Context: an optimization exercise on an open-source flow, tuned for small area. The choices shown serve that exercise and are no tape-out recipe. At most, simulation tests tie the RTL to the original design; equivalence was not proved. No activity file was given, so power comes from the tool's default toggle rates.

== v6 ==
Design RV32I_Processor, start of the top module:
module RV32I_Processor (
    input clk,
    input reset,
    input [31:0] branch_target,
    input [31:0] jump_target,
    input interrupt_taken,
    input [31:0] interrupt_vector,
    input stall,
    input [255:0] instruction_memory_input,
    output [31:0] pc,
    output [31:0] alu_result,
    output wire [31:0] instruction,
    output reg_write,
    output [31:0] read_data1,
    output [31:0] read_data2,
    output zero,
    input [5:0] alu_control,
    output exception
);
==> module rca32, before the edit <==
module rca32 (
    input  [31:0] x,
    input  [31:0] y,
    input         ci,
    output [31:0] s,
    output        co
);
    wire [32:0] c;
    assign c[0] = ci;
    genvar k;
    generate
        for (k = 0; k < 32; k = k + 1) begin : g_fa
            assign s[k]   = x[k] ^ y[k] ^ c[k];
            assign c[k+1] = (x[k] & y[k]) | (x[k] & c[k]) | (y[k] & c[k]);
        end
    endgenerate
    assign co = c[32];
endmodule
==> flow/config.mk <==
export PLATFORM = sky130hd
export DESIGN_NAME = RV32I_Processor
export DESIGN_NICKNAME = RV32I_Processor
export VERILOG_FILES = /design/flow/design.v
export SDC_FILE = /design/flow/constraint.sdc
export NUM_CORES = 8
export LEC_CHECK = 0
export ABC_AREA = 1
export CAP_MARGIN = 20
export CORE_MARGIN = 2
export CORE_UTILIZATION = 35
export PLACE_DENSITY = 0.4
export SLEW_MARGIN = 20
==> flow/constraint.sdc <==
create_clock -name core_clock -period 240.0 [get_ports {clk}]
set_input_delay 48.0000 -clock core_clock [delete_from_list [all_inputs] [get_ports {clk}]]
set_output_delay 48.0000 -clock core_clock [all_outputs]
set_load 0.01 [all_outputs]
run.sh (not shown) runs the stock make flow with config.mk's settings and CLKGATE_MAP_FILE= SYNTH_SCRIPT=/design/flow/synth_recipe.tcl, a recipe that flattens the netlist after the stock synthesis.
Here is what was changed in the inputs of v7 compared with v6.
--- a/flow/design.v
+++ b/flow/design.v
@@ -121,26 +121,8 @@
         ({32{o_ones & red_or}}) |
         {31'd0, bit0};
     assign zero = ~|alu_result;
 endmodule
-module rca32 (
-    input  [31:0] x,
-    input  [31:0] y,
-    input         ci,
-    output [31:0] s,
-    output        co
-);
-    wire [32:0] c;
-    assign c[0] = ci;
-    genvar k;
-    generate
-        for (k = 0; k < 32; k = k + 1) begin : g_fa
-            assign s[k]   = x[k] ^ y[k] ^ c[k];
-            assign c[k+1] = (x[k] & y[k]) | (x[k] & c[k]) | (y[k] & c[k]);
-        end
-    endgenerate
-    assign co = c[32];
-endmodule
 module cdiv125 (
     input  [28:0] y,
     output [22:0] q
 );
Summary of v7 over v6: post-route worst hold slack ~0 delta; cell count ~0 delta; overall via count from detail_route ~0 delta; area of the core ~0 delta; number of buffers inserted by hold repair at cts ~0 delta.
v6 → v7: global-route wire length before repair barely changed; utilization about even; overall routed net length shows no meaningful change; area growth from synthesis to layout did not really move.
The die area was comparable across v7 and v6.
Reported for v7 and v6, register fraction of the total cell area turned out identical to the last digit.
Post-route clock period utilization delta (v7 -> v6): insignificant
Initial antenna violation count came out exactly the same in v7 and v6.
Comparing v6 against v7, there is no change at all in maximum vdd ir drop.
No functional check of the RTL was part of v6.

---

RV32I_Processor, a different RTL version from the one above (not shown whole).
Size in the first run: ~13000 cells after synthesis, about 0.11 mm^2 of cells after synthesis.
==> flow/design.v (excerpt) <==
module RV32I_Processor (
    input clk,
    input reset,
    input [31:0] branch_target,
    input [31:0] jump_target,
    input interrupt_taken,
    input [31:0] interrupt_vector,
    input stall,
    input [255:0] instruction_memory_input,
    output [31:0] pc,
    output [31:0] alu_result,
    output wire [31:0] instruction,
    output reg_write,
    output [31:0] read_data1,
    output [31:0] read_data2,
    output zero,
    input [5:0] alu_control,
    output exception
);
==> module cdiv125, before the edit <==
module cdiv125 (
    input  [28:0] y,
    output [22:0] q
);
    wire [6:0]  r [0:29];
    wire [28:0] qq;
    assign r[29] = 7'd0;
    genvar k;
    generate
        for (k = 28; k >= 0; k = k - 1) begin : g_row
            wire [7:0] v = {r[k+1], y[k]};
            wire [6:2] c;
            assign c[2] = v[1] | v[0];
            assign c[3] = v[2] & c[2];
            assign c[4] = v[3] & c[3];
            assign c[5] = v[4] & c[4];
            assign c[6] = v[5] & c[5];
            assign qq[k] = v[7] | (v[6] & c[6]);
            assign r[k] = v[6:0] ^ ({7{qq[k]}} & {c[6:2], ~v[0], 1'b1});
        end
    endgenerate
    assign q = qq[22:0];
endmodule
Settings: LEC_CHECK=0, ABC_AREA=1, CAP_MARGIN=30, CORE_MARGIN=2, CORE_UTILIZATION=45, CTS_BUF_LIST=sky130_fd_sc_hd__clkbuf_16, CTS_CLUSTER_DIAMETER=100, CTS_CLUSTER_SIZE=24, PLACE_DENSITY=0.55, SLEW_MARGIN=20; clock period 240.0 ns.
standard.sh (not shown) runs the stock make flow with config.mk's settings and CLKGATE_MAP_FILE= SYNTH_SCRIPT=/design/flow/synth_recipe.tcl, a recipe that flattens the netlist after the stock synthesis.
==> flow/flow/run.sh <==
#!/bin/bash
# Own layout flow: the standard flow (standard.sh, standard synthesis),
# except that the port buffers are sky130_fd_sc_hd__buf_1 instead of the
# default. The ORFS tools write their logs under orfs/logs/; the make output
# goes to standard.log.
set -euo pipefail
bash standard.sh "BUFFER_PORTS_ARGS=-buffer_cell sky130_fd_sc_hd__buf_1" finish > standard.log 2>&1
Next try:
--- a/flow/design.v
+++ b/flow/design.v
@@ -144,12 +144,20 @@
         for (k = 28; k >= 0; k = k - 1) begin : g_row
             wire [7:0] v = {r[k+1], y[k]};
-            wire [6:2] c;
+            wire [6:0] c;
+            wire [6:0] s;
+            assign qq[k] = v[7] | (&v[6:2] & (v[1] | v[0]));
+            assign s[0] = ~v[0];
+            assign s[1] = ~(v[1] ^ v[0]);
             assign c[2] = v[1] | v[0];
+            assign s[2] = v[2] ^ c[2];
             assign c[3] = v[2] & c[2];
+            assign s[3] = v[3] ^ c[3];
             assign c[4] = v[3] & c[3];
+            assign s[4] = v[4] ^ c[4];
             assign c[5] = v[4] & c[4];
+            assign s[5] = v[5] ^ c[5];
             assign c[6] = v[5] & c[5];
-            assign qq[k] = v[7] | (v[6] & c[6]);
-            assign r[k] = v[6:0] ^ ({7{qq[k]}} & {c[6:2], ~v[0], 1'b1});
+            assign s[6] = v[6] ^ c[6];
+            assign r[k] = qq[k] ? s : v[6:0];
         end
     endgenerate
What happened: Maximum frequency came out lower by 0.57%; routed wire length came out lower by 5.5%; synthesized cell count came out higher by about 2.5%; first-iteration DRC count came out lower by 3.8%; via count came out lower by about 0.34%; power came out higher to 4.5 times its value; final area came out higher by 2.1%; die area came out higher by 2.5%; non-clock buffer count came out lower by 33; critical path depth came out higher by 4.

[port drivers added, routing unchanged]
The flow's constraints put no driver on any port. The routed layouts listed below were extracted and timed again, unchanged, in two steps.
Step 1: set_driving_cell puts a clkbuf_16 on clk and a buf_2 on each other input, an assumption about the parent block.
Step 2, shift: input delay + t, output delay - t, t = (earliest + latest rising clock arrival at the registers) / 2. This alone moves slack from input paths to output paths.
Slacks: ideal ports / drivers / drivers and shift; pairs: ideal ports / drivers.
run | t, ns | setup WS [ns] | slew at the worst register clock pin (ns)
v6 | 0.974 | 34.017 / 33.995 / 33.995 | 0.07 / 0.07
v7 | 0.974 | 34.017 / 33.995 / 33.995 | 0.07 / 0.07
the first run of note 2 | 0.881 | 32.842 / 32.803 / 32.803 | 0.11 / 0.11
the second run of note 2 | 0.874 | 31.663 / 31.632 / 31.632 | 0.11 / 0.11
After both steps setup and hold are still met in every run listed. The setup slack of the first run of note 2, which loses most, moves by -0.039 ns with the drivers and by -0.039 ns with both steps.
